From an optimization exercise on the open Yosys and OpenROAD flow, aimed at small area and few clock cycles; shortcuts taken in it are not production practice.
Function was checked by simulation only, so behaviour that the tests miss may differ from the original.
No activity file was given, so power comes from the tool's default toggle rates.

==> v38: inputs <==
==> flow/design.v (excerpt) <==
module rwt_sample_pack #(
  parameter UWIDTH = 56
)(
  input               clk,
  input               aresetn,
  output              s_axi_ready,
  input               s_axi_valid,
  input [3:0]         s_axi_enables,
  input [63:0]        s_axi_data,
  input [UWIDTH-1:0]  s_axi_user,
  input               s_axi_last,
  input               m_axi_ready,
  output              m_axi_valid,
  output [63:0]       m_axi_data,
  output [UWIDTH-1:0] m_axi_user,
  output              m_axi_last
);
  wire        en_a = |s_axi_enables[1:0];
  wire        en_b = |s_axi_enables[3:2];
  wire        both = en_a & en_b;
  reg         out_valid;
  reg         hold_valid;
  reg [31:0]  out_hi;       
  reg [31:0]  out_lo;
  reg [UWIDTH-1:0] out_user;
  reg         out_last;     
  wire        free = ~out_valid | m_axi_ready;
  assign s_axi_ready = free;
  assign m_axi_valid = out_valid;
  assign m_axi_data  = {out_hi, out_lo};
  assign m_axi_user  = out_user;
  assign m_axi_last  = out_last;
  wire        lo_keep = ~free;
  wire        lo_a    = free & en_a;           
  wire        lo_b    = free & ~en_a;          
  wire        hi_load = free & ~hold_valid;
  wire        hi_keep = ~hi_load;
  wire        hi_a    = hi_load & en_a & ~en_b;
  wire        hi_b    = hi_load & ~(en_a & ~en_b);
  always @(posedge clk)
  begin
    if (aresetn == 1'b0) begin
      out_valid <= 1'b0;
      hold_valid <= 1'b0;
    end else if (free) begin
      out_valid <= s_axi_valid & (hold_valid | both);
      if (s_axi_valid)
        hold_valid <= ~hold_valid & ~both;
    end
  end
  always @(posedge clk)
  begin
    out_lo <= ({32{lo_keep}} & out_lo) |
              ({32{lo_a}} & s_axi_data[31:0]) |
              ({32{lo_b}} & s_axi_data[63:32]);
    out_hi <= ({32{hi_keep}} & out_hi) |
              ({32{hi_a}} & s_axi_data[31:0]) |
              ({32{hi_b}} & s_axi_data[63:32]);
    if (free) begin
      out_user <= s_axi_user;
      out_last <= s_axi_last | (hold_valid & out_last);
    end
  end
  ...
==> module rwt_sample_pack, before the edit <==
module rwt_sample_pack #(
  parameter UWIDTH = 56
)(
  input               clk,
  input               aresetn,
  output              s_axi_ready,
  input               s_axi_valid,
  input [3:0]         s_axi_enables,
  input [63:0]        s_axi_data,
  input [UWIDTH-1:0]  s_axi_user,
  input               s_axi_last,
  input               m_axi_ready,
  output              m_axi_valid,
  output [63:0]       m_axi_data,
  output [UWIDTH-1:0] m_axi_user,
  output              m_axi_last
);
  wire        en_a = |s_axi_enables[1:0];
  wire        en_b = |s_axi_enables[3:2];
  wire        both = en_a & en_b;
  reg         out_valid;
  reg         hold_valid;
  reg [31:0]  out_hi;       
  reg [31:0]  out_lo;
  reg [UWIDTH-1:0] out_user;
  reg         out_last;     
  wire        free = ~out_valid | m_axi_ready;
  assign s_axi_ready = free;
  assign m_axi_valid = out_valid;
  assign m_axi_data  = {out_hi, out_lo};
  assign m_axi_user  = out_user;
  assign m_axi_last  = out_last;
  wire        lo_keep = ~free;
  wire        lo_a    = free & en_a;           
  wire        lo_b    = free & ~en_a;          
  wire        hi_load = free & ~hold_valid;
  wire        hi_keep = ~hi_load;
  wire        hi_a    = hi_load & en_a & ~en_b;
  wire        hi_b    = hi_load & ~(en_a & ~en_b);
  always @(posedge clk)
  begin
    if (aresetn == 1'b0) begin
      out_valid <= 1'b0;
      hold_valid <= 1'b0;
    end else if (free) begin
      out_valid <= s_axi_valid & (hold_valid | both);
      if (s_axi_valid)
        hold_valid <= ~hold_valid & ~both;
    end
  end
  always @(posedge clk)
  begin
    out_lo <= ({32{lo_keep}} & out_lo) |
              ({32{lo_a}} & s_axi_data[31:0]) |
              ({32{lo_b}} & s_axi_data[63:32]);
    out_hi <= ({32{hi_keep}} & out_hi) |
              ({32{hi_a}} & s_axi_data[31:0]) |
              ({32{hi_b}} & s_axi_data[63:32]);
    if (free) begin
      out_user <= s_axi_user;
      out_last <= s_axi_last | (hold_valid & out_last);
    end
  end
endmodule
Settings: LEC_CHECK=0, CAP_MARGIN=20, CORE_MARGIN=2, CORE_UTILIZATION=35, CTS_BUF_LIST=sky130_fd_sc_hd__clkbuf_4, PLACE_DENSITY=0.6, SLEW_MARGIN=20; clock period 4.0 ns.
standard.sh (not shown) runs the stock make flow with config.mk's settings and CLKGATE_MAP_FILE= SYNTH_SCRIPT=/design/flow/synth_recipe.tcl, a recipe that flattens the netlist after the stock synthesis.
==> flow/flow/run.sh <==
#!/bin/bash
# The standard layout, with these changes:
# - synthesis is the standard one (synth_recipe.tcl, run by flow/synth.tcl)
#   except that ABC maps the combinational logic with flow/abc.script, an
#   area-oriented mapping (amap); the flip-flops are mapped before ABC runs,
#   so they are the standard synthesis's;
# - every port is buffered by the smallest buffer (sky130_fd_sc_hd__buf_1)
#   instead of the one buffer_ports picks by default;
# - the floorplan does not resize cells for timing estimated with wire-load
#   models (REMOVE_ABC_BUFFERS=1; ABC inserted no buffers to remove);
# - before the placement's repair_design, cells off the critical paths are
#   downsized (repair_timing -recover_power, flow/pre_resize.tcl).
set -euo pipefail
here=$(pwd)
bash standard.sh "SYNTH_SCRIPT=$here/flow/synth.tcl" \
  "FLOW_SYNTH_TCL=$here/synth_recipe.tcl" "MY_ABC_SCRIPT=$here/flow/abc.script" \
  "BUFFER_PORTS_ARGS=-buffer_cell sky130_fd_sc_hd__buf_1" \
  "PRE_RESIZE_TCL=$here/flow/pre_resize.tcl" REMOVE_ABC_BUFFERS=1 finish > make_finish.log 2>&1
==> flow/flow/abc.script <==
strash
dch -f
amap
topo
==> flow/flow/pre_resize.tcl <==
# Downsize cells off the critical paths before repair_design.
set_dont_use $::env(DONT_USE_CELLS)
estimate_parasitics -placement
repair_timing -verbose -recover_power 100
==> flow/flow/synth.tcl <==
# The standard synthesis (synth_recipe.tcl), with ABC's script replaced.
proc abc {args} {
  set i [lsearch -exact $args -script]
  if { $i >= 0 } {
    lset args [expr {$i + 1}] $::env(MY_ABC_SCRIPT)
  }
  puts "abc with script $::env(MY_ABC_SCRIPT)"
  yosys abc {*}$args
}
source $::env(FLOW_SYNTH_TCL)
==> v29: changes against v38 <==
--- a/flow/design.v
+++ b/flow/design.v
@@ -98,4 +98,5 @@
   wire        en_b = |s_axi_enables[3:2];
   wire        both = en_a & en_b;
+  wire [31:0] half = en_a ? s_axi_data[31:0] : s_axi_data[63:32];
   reg         out_valid;
   reg         hold_valid;
@@ -110,11 +111,4 @@
   assign m_axi_user  = out_user;
   assign m_axi_last  = out_last;
-  wire        lo_keep = ~free;
-  wire        lo_a    = free & en_a;           
-  wire        lo_b    = free & ~en_a;          
-  wire        hi_load = free & ~hold_valid;
-  wire        hi_keep = ~hi_load;
-  wire        hi_a    = hi_load & en_a & ~en_b;
-  wire        hi_b    = hi_load & ~(en_a & ~en_b);
   always @(posedge clk)
   begin
@@ -130,13 +124,10 @@
   always @(posedge clk)
   begin
-    out_lo <= ({32{lo_keep}} & out_lo) |
-              ({32{lo_a}} & s_axi_data[31:0]) |
-              ({32{lo_b}} & s_axi_data[63:32]);
-    out_hi <= ({32{hi_keep}} & out_hi) |
-              ({32{hi_a}} & s_axi_data[31:0]) |
-              ({32{hi_b}} & s_axi_data[63:32]);
     if (free) begin
+      out_lo <= half;
       out_user <= s_axi_user;
       out_last <= s_axi_last | (hold_valid & out_last);
+      if (~hold_valid)
+        out_hi <= (en_a & ~en_b) ? s_axi_data[31:0] : s_axi_data[63:32];
     end
   end
==> flow/run.sh (new file) <==
#!/bin/bash
# synth_recipe.tcl (not shown) runs the flow's synth.tcl, then flattens the netlist and writes it again
# the make line also repeats each setting of config.mk as NAME=value (left out here)
make -C /OpenROAD-flow-scripts/flow DESIGN_CONFIG=/design/flow/config.mk WORK_HOME=/design/flow/orfs CLKGATE_MAP_FILE= SYNTH_SCRIPT=/design/flow/synth_recipe.tcl finish
- CORE_UTILIZATION: 35 -> 40
- CTS_BUF_LIST: sky130_fd_sc_hd__clkbuf_4 -> unset
removed: flow/flow/run.sh
removed: flow/flow/abc.script
removed: flow/flow/pre_resize.tcl
removed: flow/flow/synth.tcl
removed: flow/standard.sh
==> notes.md <==
quantity	v29	v38
Run status	complete, no violations	complete, no violations
Portion of the post-synthesis area used by sequential elements	0.793	0.758
Power consumed by sequential cells	0.00158 W	0.00152 W
Power drawn by the combinational cells	0.000546 W	0.000411 W
Count of flip-flops with a built-in enable after synthesis	121	57
Syn Std Cell Area	4630 um2	4000 um2
Fillcell total	834	1,064
Layout net count	601	675
Hpwl dp	9330 um	8110 um
Fraction of met2 tracks used by global routing	0.324	0.313
Total number of vias	2,976	3,516
Fraction of area in multi-input gates	0.118	0.135
Actual slew at the worst max-slew pin	1060 ps	828 ps
Count of cell types in the netlist	17	11
Pint	0.00280 W	0.00210 W
Number of iterations in the first detailed-routing pass	5	8
Beginning of the worst hold path	out_last	s_axi_user[51]
Core Util, Final	0.691	0.488
Worst R2R Setup Slack	2050 ps	1020 ps
Share of total power in the clock network	0.396	0.329
Die Y	112 um	111 um
Endpoint, Worst Hold	out_last	out_user[51]
Met3 Wirelength	1150 um	1300 um
Final setup slack of the worst path	1160 ps	1020 ps
Non-clock inverter total of the final layout	0	68
Testbench counts of v38, summed over its fixed seeds: cycles 26,703.
Testbench counts of v29, summed over its fixed seeds: cycles 26,703.

separate check: timing with driven ports:
In the flow no input, the clock included, has a driving cell. The finished layouts below were timed again as built, in two steps. Step 1 sets driving cells, clkbuf_16 on the clock port and buf_2 on the other inputs (assumed; they add their load-dependent delay and slew). Step 2 times the ports against the registers' clock, not the clock port: input delays grow and output delays shrink by t, the midpoint of the rising clock arrivals with the driver on. Three values: no drivers, after step 1, after step 2; two values: the first two.
run	t, ns	setup slack, ns	worst setup path at the end	worst register clock-pin slew, ns
v38	0.550	1.019 / 1.019 / 0.506	input to register	0.11 / 0.11
v29	0.443	1.165 / 1.132 / 0.996	input to register	0.06 / 0.06
After both steps setup and hold are still met in every run listed. The setup slack of v38, which loses most, moves by 0.000 ns with the drivers and by -0.513 ns with both steps.
